From an optimization exercise on the open Yosys and OpenROAD flow, aimed at small area and a short achievable clock period; shortcuts taken in it are not production practice.
Function was checked by simulation only, so behaviour that the tests miss may differ from the original.
Power figures rest on the tool's default switching activity, not on a simulated workload.

==> flow/design.v, too long to show whole: its modules and the start of the top module <==
// module mac_16bit: 753 lines
module mac_16bit(out_rounded,md,mr,clk,rst);
  // ...
==> flow/run.sh <==
#!/bin/bash
# synth_recipe.tcl (not shown) runs the flow's synth.tcl, then flattens the netlist and writes it again
# the make line also repeats each setting of config.mk as NAME=value (left out here)
make -C /OpenROAD-flow-scripts/flow DESIGN_CONFIG=/design/flow/config.mk WORK_HOME=/design/flow/orfs CLKGATE_MAP_FILE= SYNTH_SCRIPT=/design/flow/synth_recipe.tcl finish
==> flow/config.mk <==
export PLATFORM = sky130hd
export DESIGN_NAME = mac_16bit
export DESIGN_NICKNAME = mac_16bit
export VERILOG_FILES = /design/flow/design.v
export SDC_FILE = /design/flow/constraint.sdc
export NUM_CORES = 4
export LEC_CHECK = 0
export CAP_MARGIN = 20
export CORE_MARGIN = 2
export CORE_UTILIZATION = 40
export SETUP_SLACK_MARGIN = 3.8
export SLEW_MARGIN = 20
==> flow/constraint.sdc <==
create_clock -name core_clock -period 6.9 [get_ports {clk}]
set_input_delay 1.3800 -clock core_clock [delete_from_list [all_inputs] [get_ports {clk}]]
set_output_delay 1.3800 -clock core_clock [all_outputs]
set_load 0.01 [all_outputs]
==> out/results.txt, run 1 <==
Status: no timing/DRC/antenna violations
Area of placed instances: 12700 sq um
CTS tree: yes
Top Registers: P (61), A (40), out_rounded (27)
Die height: 176 microns
Synth warn: 1
Layout Skew: 0.0102 ns
Met2 usage: 26.3%
Crit start category: register
Inverters: 81
Layout cells sized above 1: 7.53%
Hpwl dp: 18800 microns
Cells after Synth: 1158
Setup Fix Bufs, Post-CTS: 0
R2R setup slack: 3.89 ns
WP data arrival: 3.33 ns
Bufs on Longest Clock Path: 2
CP peak stage delay: 0.66 ns
Post-Synthesis Cell Area: 11900 sq um
Seq pwr: 1.65 mW
Count leader, synth: dfxtp_1
Vias after detailed routing: 7986
Critical path cell sequence: xor2_1 > fa_1 > fa_1 > fa_1 > fa_1
Post-route clock period utilization: 43.7%
Crit end category: register
Pre-antenna DRT Iters: 7
DRT iter0 DRCs: 514
Synth Area in Adders: 28.1%
Most used DFF post-synth: dfxtp_1
Met1 GRT Util: 24.5%
Pre-CTS setup slack: 3.49 ns
Multi-input gate area: 7590 sq um
Clock-pin slew on the worst setup and hold paths: 0.06 ns
PD cells: 405 nW/um^2
DR DRC count: 0
Worst path required time: 7.22 ns
Number of global-route vias before repair: 8043
Min-Delay Path Depth: 0
Synth Area in Simple Gates: 8.21%
Root buf cell: clkbuf_16
Hold path startpoint: r1
==> inputs of run 2 (changes only) <==
==> flow/flow/run.sh (new file) <==
#!/bin/bash
# The standard layout (the standard.sh), except that the port buffers are
# sky130_fd_sc_hd__buf_2 cells instead of the default delay buffers.
set -euo pipefail
export BUFFER_PORTS_ARGS="-buffer_cell sky130_fd_sc_hd__buf_2"
bash standard.sh > standard.log 2>&1
==> flow/standard.sh (new file) <==
#!/bin/bash
# synth_recipe.tcl (not shown) runs the flow's synth.tcl, then flattens the netlist and writes it again
# the make line also repeats each setting of config.mk as NAME=value (left out here)
make -C /OpenROAD-flow-scripts/flow DESIGN_CONFIG=/design/flow/config.mk WORK_HOME=/design/flow/orfs CLKGATE_MAP_FILE= SYNTH_SCRIPT=/design/flow/synth_recipe.tcl "${@:-finish}"
--- a/flow/config.mk
+++ b/flow/config.mk
@@ -7,6 +7,8 @@
 export LEC_CHECK = 0
 export CAP_MARGIN = 20
 export CORE_MARGIN = 2
-export CORE_UTILIZATION = 40
-export SETUP_SLACK_MARGIN = 3.8
+export CORE_UTILIZATION = 60
+export CTS_CLUSTER_DIAMETER = 100
+export CTS_CLUSTER_SIZE = 20
+export SETUP_SLACK_MARGIN = 3.9
 export SLEW_MARGIN = 20
removed: flow/run.sh
==> out/results.txt, run 2 <==
Status: no timing/DRC/antenna violations
Number of flip-flops in the largest register: 61
Pre-CTS setup slack: 3.49 ns (+0.000350 ns)
Switch Pwr: 2.20 mW
Clock Latency Late Sink: 0.44 ns
Most used DFF post-synth: dfxtp_1
Post-synthesis cell type count: 50
Combinational share of power: 51.8%
First-pass GRT wire length: 40500 microns
Num CTS Buffers: 17
Bufs on Longest Clock Path: 2 (unchanged)
Fin nets: 1432
Worst path required time: 7.20 ns (-0.02 ns)
Clock sink count: 185
Port Buffers: 60
Number of global-route vias before repair: 7855 (-2.3%)
Most frequent cells in the layout: xnor2_1 (148), dfxtp_1 (147), fa_1 (119)
R2R depth: 6
PD cells: 412 nW/um^2 (+1.8%)
Post-route clock period utilization: 43.1% (-0.56 points)
Tot Pwr: 5.52 mW
Die height: 145 microns (-18%)
Min Hold Slack: 0.337 ns
Top-Level Pins: 61
Post-Synthesis Cell Area: 11900 sq um (unchanged)
Initial antenna violation count: 1
Layout Skew: 0.0139 ns (+0.00377 ns)
Synth top cells by count: dfxtp_1 (185), xnor2_1 (148), a22oi_1 (120)
Slew @ Worst Pin: 0.632 ns
Synth top area share: 31.1%
Hold Crit Class: register to register
Power share of the clock group: 18.5%
Layout area overhead: 12.5%
Synth warn: 1 (unchanged)
CORE AREA: 19500 sq um
DR DRC count: 0 (unchanged)
Count leader, synth: dfxtp_1
Final slew viol count: 0
Pre-antenna DRT Iters: 5 (-2)
Sequential-to-total area share from yosys stat: 31.1%
Commonest non-fill, non-tap cell in the layout: xnor2_1
Max IR drop VDD: 0.000225 V
Routed Antenna Nets: 0
Setup WS post-layout: 3.92 ns
Layout cells sized above 1: 16.6% (+9.1 points)
Max FO, Critical Path: 12
Wirelength, routed: 26000 microns
Sw Ratio: 39.8%
Ys async rst share: 0%
Row count: 51
Yosys top cell by area: dfxtp_1
N_diodes: 0
Top Registers: P (61), A (40), out_rounded (27)
Hpwl dp: 18000 microns (-4.3%)
Min-Delay Path Depth: 0 (unchanged)
Clock-pin slew on the worst setup and hold paths: 0.08 ns (+0.02 ns)
Root buf cell: clkbuf_16
Post-synth EDFFs: 0
Max-cap violations: 0
Vias after detailed routing: 8258 (+3.4%)
Most flops, register: P
Max Clk Rate: 336 MHz
Syn_nets: 1388
Starting density of the core: 61.1%
DRT iter0 DRCs: 727 (+41%)
Fraction of power consumed by sequential logic: 29.6%
Synth area leaders: dfxtp_1 (31%), fa_1 (20%), xnor2_1 (11%)
Gr usage total: 25.1%
Crit start category: register
Wire per inst: 17.6 microns
WP data arrival: 3.28 ns (-0.05 ns)
H-tree Lvls: 4
Die X: 145 microns
Flop and latch count out of synthesis: 185
CTS tree: yes
RSZ-0062 raised after global routing: yes
DR vias/cell: 5.58
Tmin final: 2.98 ns
P_leak: 5.68 nW
Area of placed instances: 12200 sq um (-3.6%)
Dpl cells: 1403
Grt ovf: 0
Worst slew margin: 57.9%
Kind of critical path: register to register
Setup TNS: 0 ns
Setup violators final: 0
Crit end category: register
Final Cell Area: 13400 sq um
Final std cells w/o fill: 1480
Fin util: 68.8%
Synthesized area per cell: 10.3 sq um
Hold Violations, Final: 0
Pin count of the biggest net entering global routing: 28
Final Wtd Congestion: 0.900
Int Power: 3.32 mW
Cells after Synth: 1158 (unchanged)
Die area: 21000 sq um
## run 2: cell counts after synthesis
No cell type changed its count.
## run 2: critical path: stages, from the launching register on
cell,delay (ns)
dfxtp_4,0.46
a22oi_2,0.12
xnor2_1,0.30
fa_1,0.47
fa_1,0.48
fa_1,0.58
fa_1,0.42
## run 2: per-layer routing
metal / part of all wire, % / track usage [%] / wire (microns) / vias up
met1: 48 / 37.3 / 12400 / 3929
met2: 44 / 37.3 / 11300 / 320
li1: - / - / - / 3978
met5: 0 / 0 / 0 / -
met4: 1.5 / 6.95 / 402 / 0
met3: 7.4 / 5.36 / 1920 / 31
## run 2: worst paths after layout
path                            start  endpoint  slack (ns)
worst max-delay path            MD[8]     P[25]        3.92
worst min-delay path               r1        z2        0.34
worst max register to register  MD[8]     P[25]        3.92
worst min register to register     r1        z2        0.34
## run 2: cell type report
| class | instances | area (sq um) |
|---|---|---|
| Timing Repair Buffer | 108 | 666 |
| Inverter | 81 | 304 |
| Clock inverter | 14 | 180 |
| Clock buffer | 18 | 429 |
| Fill cell | 1506 | 6080 |
| Sequential cell | 185 | 3840 |
| Multi-Input combinational cell | 809 | 7630 |
| Tap cell | 265 | 332 |
## run 2: cells by family after synthesis
| logic type | share of synthesized area (%) |
|---|---|
| flip-flops | 31.1 |
| AO/OA/AOI/OAI | 12.9 |
| adder cells (fa/ha/maj) | 28.1 |
| XOR/XNOR | 13.0 |
| buffers and inverters | 5.23 |
| AND/OR/NAND/NOR | 8.21 |
| multiplexers | 1.38 |
## run 2: repair_timing
action	CTS	global route
buffers inserted	0	45
pin swaps	0	5
resized for setup	67	23
setup endpoints to repair	31	24
hold buffers	0	0
## run 2: power by group through the flow
stage / Combinational [mW] / Sequential, mW / Clock, mW
after floorplan: 2.31 / 1.55 / 0
after global placement: 2.72 / 1.67 / 0
after detailed placement: 2.81 / 1.67 / 0
after CTS: 2.83 / 1.65 / 1.04
after global routing: 3.31 / 1.67 / 1.09
final: 2.86 / 1.64 / 1.02

==> static timing again, ports no longer ideal <==
In the flow no input, the clock included, has a driving cell. The finished layouts below were timed again as built, in two steps.
Step 1: set_driving_cell puts a clkbuf_16 on clk and a buf_2 on each other input, an assumption about the parent block.
Step 2 adds t to the input delays and takes it off the output delays; t is the mean of the earliest and latest rising clock arrival at the registers after step 1. Input paths then give back, and output paths get back, about the clock's delay inside the block.
Three values: no drivers, after step 1, after step 2; two values: the first two.
run	shift t [ns]	setup WS [ns]	worst setup path at the end	latest minus earliest clock arrival (ns)	worst register clock-pin slew, ns
run 1	0.482	3.886 / 3.886 / 3.641	input to register	0.013 / 0.013	0.07 / 0.07
run 2	0.476	3.924 / 3.924 / 3.924	register to register	0.014 / 0.014	0.08 / 0.08
After both steps every run listed still meets setup and hold. For run 1, which loses most, drivers alone change the setup slack by 0.000 ns; drivers and shift together by -0.245 ns.
